Source: an optimization exercise on an open RTL-to-GDS flow (aim: small area and a short achievable clock period). Production flows keep margins and buffers that such runs may drop.
RTL that was checked went through simulation tests only; none was proved equivalent to the original.
Power figures rest on the tool's default switching activity, not on a simulated workload.

## bist
module bist #(parameter size = 6, length = 8) (
    input  logic clk,
    input  logic rst,
    input  logic start,
    input  logic csin,
    input  logic rwbarin,
    input  logic opr,
    input  logic [size-1:0] address,
    input  logic [length-1:0] datain,
    output logic [length-1:0] dataout,
    output logic fail
);
    logic        test;       
    logic [9:0]  cnt;        
    logic        cout;       
    logic        h;          
    logic [63:0][7:0] mem;
    genvar g, j, b;
    logic [7:0] pat;
    always_comb begin
        case (cnt[9:7])
            3'd0: pat = 8'hAA;
            3'd1: pat = 8'h55;
            3'd2: pat = 8'hF0;
            3'd3: pat = 8'h0F;
            3'd4: pat = 8'h00;
            3'd5: pat = 8'hFF;
            3'd6: pat = 8'h33;
            default: pat = 8'hCC;
        endcase
    end
    logic       test_l;      
    logic       test_h;      
    logic       test_o;      
    logic       trd;         
    logic       twr;         
    logic       cs, nrw;
  ...
export LEC_CHECK = 0
export CAP_MARGIN = 20
export CORE_MARGIN = 2
export CORE_UTILIZATION = 60
export CTS_BUF_LIST = sky130_fd_sc_hd__clkbuf_16
export CTS_CLUSTER_DIAMETER = 80
export CTS_CLUSTER_SIZE = 30
export PLACE_DENSITY = 0.72
export SETUP_SLACK_MARGIN = 2.0
export SLEW_MARGIN = 20
export SYNTH_HIERARCHICAL = 1
create_clock -name core_clock -period 5.0 [get_ports {clk}]
standard.sh (not shown) runs the stock make flow with config.mk's settings and CLKGATE_MAP_FILE= SYNTH_SCRIPT=/design/flow/synth_recipe.tcl, a recipe that flattens the netlist after the stock synthesis.
==> flow/flow/run.sh <==
#!/bin/bash
# Layout flow: the standard ORFS flow (standard.sh), with the port
# buffers made of buf_4 cells instead of the default delay-buffer cells.
set -euo pipefail
bash standard.sh 'BUFFER_PORTS_ARGS=-buffer_cell sky130_fd_sc_hd__buf_4' ${EXTRA_MAKE_ARGS:-} finish > flow_make.log 2>&1
The starting point completed with no timing, DRC or antenna violations.
Rerun with:
- CORE_UTILIZATION: 60 -> 45
- PLACE_DENSITY: 0.72 -> default
Maximum frequency came out lower by about 1%.
Core utilization decreases by 16 points.
Setup slack degrades by 0.030 ns.
Final cell count came out higher by about 8%.
Function was not checked in any run of this note: the RTL went through the layout flow alone.

## run 1
Another version of the RTL of bist (not shown whole).
Size in the first run: roughly 550 flip-flops, ~29 I/O pins, about 21000 um^2 of cells after synthesis.
clock: 5.0 ns
lec_check: 0
cap_margin: 20
core_margin: 2
core_utilization: 60
cts_buf_list: sky130_fd_sc_hd__clkbuf_16
cts_cluster_diameter: 75
cts_cluster_size: 28
place_density: 0.72
setup_slack_margin: 2.5
slew_margin: 20
synth_hierarchical: 1
Scripts as last shown in full above: flow/flow/run.sh
### run 1 -> run 2
- swapping 75 for 70 in CTS_CLUSTER_DIAMETER
- swapping 2.5 for 2.6 in SETUP_SLACK_MARGIN
- swapping 0.72 for 0.8 in PLACE_DENSITY
- swapping 28 for 25 in CTS_CLUSTER_SIZE
### Flow results
NOTE routed wire length run 1->run 2 decreased slightly
Going from run 1 to run 2, total power higher, clock insertion delay at the later pin of the skew report roughly the same, clock-buffer cell count higher, number of cells after detailed placement roughly the same.
Going from run 1 to run 2, the total length of routed met2 wires was found to have gone up by 0.95%.
Relative to run 1, data required time of the worst path decreased by 1450 ps in run 2.
Relative to run 1, share of the final layout cell area in sequential cells has decreased by 0.24 points in run 2.
Run 2 vs run 1, maximum frequency went up by 6.0%.
Run 2 falls short of run 1 in cell-internal power.
The inputs of run 3 differ from those of run 2 as listed below.
- SETUP_SLACK_MARGIN changed from 2.6 to 2.5
Notes after the runs:
For the power, run 3 came in about 2.8% higher than run 2 did.
Summary: worst supply voltage drop on vdd, run 3 worse than run 2
The critical path startpoint comes out twr in one run and rdata_n[7] in the other, namely in run 3 and run 2 respectively.
Taking run 2 as the reference, in run 3 final area decreased by 0.48% relative to the old numbers, internal power consumption higher.
Run 3 ended with every stage complete and zero timing, DRC or antenna violations.
Looking at worst setup slack across run 2 and run 3, the one that comes out lower is run 3.
The inputs of run 4 differ from those of run 3 as listed below.
- swapping 0.8 for 0.72 in PLACE_DENSITY
[summary]
Run 4 vs run 3 on total area of multi-input combinational cells: run 4 is the higher one. On run 4: ratio of final minimum period to clock period is 0.26 points higher than what run 3 gave. Changes observed in run 4 relative to run 3: via density per instance has decreased; count of placed standard cells including taps did not really move; number of combinational gates with multiple inputs essentially unchanged; fraction of power consumed by the clock network now sits lower; amount of wire on met3 after detailed routing fell 1100 um. Measured against each other, run 4 and run 3 differ in number of signal-net buffers in the layout, the higher figure coming from run 4. | fraction of the mapped netlist area in adder cells | run 4 vs run 3 | ≈ equal |. For run 4, the endpoint of the most critical setup path was rdata_n[3], unlike run 3, where it was dataout[0]. Looking at via count of the first global-routing pass, run 4 sits 649 lower than run 3 does. In the reports for run 4 and run 3, the larger routed metal-1 wire length belongs to run 4.

## static timing again, ports no longer ideal
No port has a modelled driver above. Below, the same layouts with a new extraction and two added sets of constraints. Step 1 sets driving cells, clkbuf_16 on the clock port and buf_2 on the other inputs (assumed; they add their load-dependent delay and slew). Step 2 adds t to the input delays and takes it off the output delays; t is the mean of the earliest and latest rising clock arrival at the registers after step 1. Input paths then give back, and output paths get back, about the clock's delay inside the block. Slacks: ideal ports / drivers / drivers and shift; pairs: ideal ports / drivers.
run	shift t [ns]	setup slack, ns	worst setup path after step 2
the first run of note 1	0.617	2.078 / 2.078 / 1.688	input to register
the second run of note 1	0.653	2.048 / 2.048 / 1.558	input to register
run 1	0.621	2.386 / 2.386 / 1.796	input to register
run 2	0.637	2.533 / 2.479 / 1.955	input to register
run 3	0.655	2.486 / 2.431 / 1.878	input to register
run 4	0.633	2.473 / 2.431 / 1.860	input to register
After both steps every run listed still meets setup and hold. The setup slack of run 4, which loses most, moves by -0.042 ns with the drivers and by -0.613 ns with both steps.
